From an optimization exercise on the open Yosys and OpenROAD flow, aimed at small area, a short achievable clock period and few clock cycles per item; shortcuts taken in it are not production practice. Power and IR drop assume default switching activity.

Setup of run A:
==> module serial_sorter, before the edit <==
module serial_sorter #(
    parameter WIDTH = 16,
    parameter NUM_NODES = 32
)(
    input  wire             clk,
    input  wire             rst_n,
    input  wire             load_en,
    input  wire [WIDTH-1:0] data_in,
    input  wire             clear,
    output wire             out_vld,
    output wire [NUM_NODES-1:0][WIDTH-1:0] data_out,
    output wire [NUM_NODES-1:0][$clog2(NUM_NODES)-1:0] idx_out
);
    localparam IDX_W = $clog2(NUM_NODES);
    logic [WIDTH-1:0] d2;
    logic [WIDTH-1:0] d2n;           
    logic             l2;
    logic [IDX_W:0]   cnt;           
    logic [NUM_NODES-1:0] c;         
    logic [NUM_NODES-1:0] cn;        
    logic [NUM_NODES-1:0] a;         
    logic             b, bh;         
    function automatic logic lt(input logic [WIDTH-1:0] x, input logic [WIDTH-1:0] y);
        logic [WIDTH-1:0] g, e;
        integer w, k;
        g = x & ~y;
        e = ~(x ^ y);
        g[0] = x[0] | ~y[0];          
        for (w = 1; w < WIDTH; w = w * 2)
            for (k = 0; k + w < WIDTH; k = k + 2 * w) begin
                g[k] = g[k + w] | (e[k + w] & g[k]);
                e[k] = e[k + w] & e[k];
            end
        lt = ~g[0];
    endfunction
    assign out_vld = cnt[IDX_W];
    always_ff @(posedge clk or negedge rst_n) begin
        if (!rst_n) begin
            l2  <= 1'b0;
            cnt <= '0;
        end else begin
            l2 <= load_en;
            if (clear)   cnt <= '0;
            else if (l2) cnt <= cnt + 1'b1;
        end
    end
    always_ff @(posedge clk or negedge rst_n) begin
        if (!rst_n) c <= '1;
        else        c <= load_en ? cn : '1;
    end
    always_ff @(posedge clk) begin
        d2  <= data_in;
        d2n <= ~data_in;
    end
    assign b  = lt(d2, data_in);
    assign bh = lt(~d2n, data_in);
    genvar i;
    generate
        for (i = 0; i < NUM_NODES; i = i + 1) begin : nodes
            wire c_left = (i == 0) ? 1'b1 : c[i-1];
            wire a_left = (i == 0) ? 1'b0 : a[i-1];
            assign a[i]  = (cnt > i) & lt(data_out[i], data_in);
            wire             bi = (i < NUM_NODES / 2) ? b : bh;
            wire [WIDTH-1:0] vi = (i < NUM_NODES / 2) ? d2 : ~d2n;
            assign cn[i] = c[i] ? a[i] : (c_left ? bi : a_left);
            sort_node_act #(.WIDTH(WIDTH), .IDX_W(IDX_W)) node (
                .clk      (clk),
                .keep     (c[i]),
                .ins      (c_left & ~c[i]),
                .shift    (~c_left),
                .new_val  (vi),
                .new_idx  (cnt[IDX_W-1:0]),
                .left_val ((i == 0) ? vi : data_out[i-1]),
                .left_idx ((i == 0) ? cnt[IDX_W-1:0] : idx_out[i-1]),
                .val      (data_out[i]),
                .idx      (idx_out[i])
            );
        end
    endgenerate
endmodule
Settings: LEC_CHECK=0, CAP_MARGIN=20, CORE_MARGIN=2, CORE_UTILIZATION=40, SETUP_SLACK_MARGIN=1.8, SLEW_MARGIN=20; clock period 4.0 ns.
standard.sh (not shown) runs the stock make flow with config.mk's settings and CLKGATE_MAP_FILE= SYNTH_SCRIPT=/design/flow/synth_recipe.tcl, a recipe that flattens the netlist after the stock synthesis.
==> flow/flow/run.sh <==
#!/bin/bash
set -o pipefail
export BUFFER_PORTS_ARGS="-buffer_cell sky130_fd_sc_hd__buf_1"
export CTS_CLUSTER_SIZE=30
export CTS_CLUSTER_DIAMETER=60
bash standard.sh > standard.log 2>&1
Run A | status: complete | timing, DRC, antenna: pass
diff inputs: run A => run B
==> flow/design.v <==
module sort_node_act #(
    parameter WIDTH = 16,
    parameter IDX_W = 5
)(
    input  logic             clk,
    input  logic             keep,       
    input  logic             ins,        
    input  logic             shift,      
    input  logic [WIDTH-1:0] new_val,
    input  logic [IDX_W-1:0] new_idx,
    input  logic [WIDTH-1:0] left_val,
    input  logic [IDX_W-1:0] left_idx,
    output logic [WIDTH-1:0] val,
    output logic [IDX_W-1:0] idx
);
    always_ff @(posedge clk) begin
        val <= ({WIDTH{keep}}  & val)
             | ({WIDTH{ins}}   & new_val)
             | ({WIDTH{shift}} & left_val);
        idx <= ({IDX_W{keep}}  & idx)
             | ({IDX_W{ins}}   & new_idx)
             | ({IDX_W{shift}} & left_idx);
    end
endmodule
module serial_sorter #(
    parameter WIDTH = 16,
    parameter NUM_NODES = 32
)(
    input  wire             clk,
    input  wire             rst_n,
    input  wire             load_en,
    input  wire [WIDTH-1:0] data_in,
    input  wire             clear,
    output wire             out_vld,
    output wire [NUM_NODES-1:0][WIDTH-1:0] data_out,
    output wire [NUM_NODES-1:0][$clog2(NUM_NODES)-1:0] idx_out
);
    localparam IDX_W = $clog2(NUM_NODES);
    logic [WIDTH-1:0] d1, d2;
    logic [WIDTH-1:0] d1n;
    logic             l1, l2;
    logic [IDX_W:0]   cnt;           
    logic [NUM_NODES-1:0] c;         
    logic [NUM_NODES-1:0] cn;        
    logic [NUM_NODES-1:0] a;         
    logic             b;             
    function automatic logic lt(input logic [WIDTH-1:0] x, input logic [WIDTH-1:0] y);
        logic [WIDTH-1:0] l, e;
        integer w, k;
        l = ~x & y;
        e = ~(x ^ y);
        for (w = 1; w < WIDTH; w = w * 2)
            for (k = 0; k + w < WIDTH; k = k + 2 * w) begin
                l[k] = l[k + w] | (e[k + w] & l[k]);
                e[k] = e[k + w] & e[k];
            end
        lt = l[0];
    endfunction
    assign out_vld = cnt[IDX_W];
    always_ff @(posedge clk or negedge rst_n) begin
        if (!rst_n) begin
            l1  <= 1'b0;
            l2  <= 1'b0;
            cnt <= '0;
        end else begin
            l1 <= load_en;
            l2 <= l1 & ~clear;
            if (clear)   cnt <= '0;
            else if (l2) cnt <= cnt + 1'b1;
        end
    end
    always_ff @(posedge clk) begin
        d1  <= data_in;
        d1n <= ~data_in;
        b   <= lt(d1, data_in);
        d2 <= d1;
        c  <= (l1 & ~clear) ? cn : '1;
    end
    genvar i;
    generate
        for (i = 0; i < NUM_NODES; i = i + 1) begin : nodes
            wire c_left = (i == 0) ? 1'b1 : c[i-1];
            wire a_left = (i == 0) ? 1'b0 : a[i-1];
            wire [WIDTH-1:0] dc = (i < NUM_NODES / 2) ? d1 : ~d1n;
            assign a[i]  = (cnt > i) & lt(data_out[i], dc);
            assign cn[i] = c[i] ? a[i] : (c_left ? b : a_left);
            sort_node_act #(.WIDTH(WIDTH), .IDX_W(IDX_W)) node (
                .clk      (clk),
                .keep     (c[i]),
                .ins      (c_left & ~c[i]),
                .shift    (~c_left),
                .new_val  (d2),
                .new_idx  (cnt[IDX_W-1:0]),
                .left_val ((i == 0) ? d2 : data_out[i-1]),
                .left_idx ((i == 0) ? cnt[IDX_W-1:0] : idx_out[i-1]),
                .val      (data_out[i]),
                .idx      (idx_out[i])
            );
        end
    endgenerate
endmodule
module sorter_top (
    input  wire          clk,
    input  wire          rst_n,
    input  wire          load_en,
    input  wire [15:0]   data_in,
    input  wire          clear,
    output wire          out_vld,
    output wire [511:0]  data_out,
    output wire [159:0]  idx_out
);
    localparam WIDTH     = 16;
    localparam NUM_NODES = 32;
    localparam IDX_W     = $clog2(NUM_NODES);
    wire [NUM_NODES-1:0][WIDTH-1:0] data_arr;
    wire [NUM_NODES-1:0][IDX_W-1:0] idx_arr;
    serial_sorter #(
        .WIDTH(WIDTH),
        .NUM_NODES(NUM_NODES)
    ) u_sorter (
        .clk(clk),
        .rst_n(rst_n),
        .load_en(load_en),
        .data_in(data_in),
        .clear(clear),
        .out_vld(out_vld),
        .data_out(data_arr),
        .idx_out(idx_arr)
    );
    assign data_out = data_arr;
    assign idx_out  = idx_arr;
endmodule
## What came out
Every run in the comparison, run A and run B, completed the flow with a clean layout. First-pass GRT wire length (lower): run B. From run A to run B the numbers moved as follows: tap cell instance count saw an increase; clock-pin slew reported for the worst setup and hold paths after clock tree synthesis saw an increase; number of clock buffers in the layout saw an increase; total met2 wirelength after detailed routing saw a decrease; die area saw an increase. Run B has fraction of area in non-clock buffers below what run A had. Run B: global-route usage is 3.4 points lower than what run A reported. Going from run A to run B, sequential logic power saw a decrease, maximum frequency saw an increase.
Function was not checked in any run of this note: the RTL went through the layout flow alone.

## what the ideal ports hide
No port has a modelled driver above. Below, the same layouts with a new extraction and two added sets of constraints. Step 1 assumes that a clkbuf_16 drives the clock port and a buf_2 every other input. Step 2 times the ports against the registers' clock, not the clock port: input delays grow and output delays shrink by t, the midpoint of the rising clock arrivals with the driver on. a / b / c = ideal / step 1 / step 2; a / b = the first two.
run | shift t [ns] | setup WS [ns] | worst setup path after step 2
run A | 0.728 | 1.570 / 1.581 / 0.854 | input to register
run B | 0.730 | 1.722 / 1.722 / 1.190 | input to register
After both steps every run listed still meets setup and hold. The setup slack of run A, which loses most, moves by +0.011 ns with the drivers and by -0.716 ns with both steps.
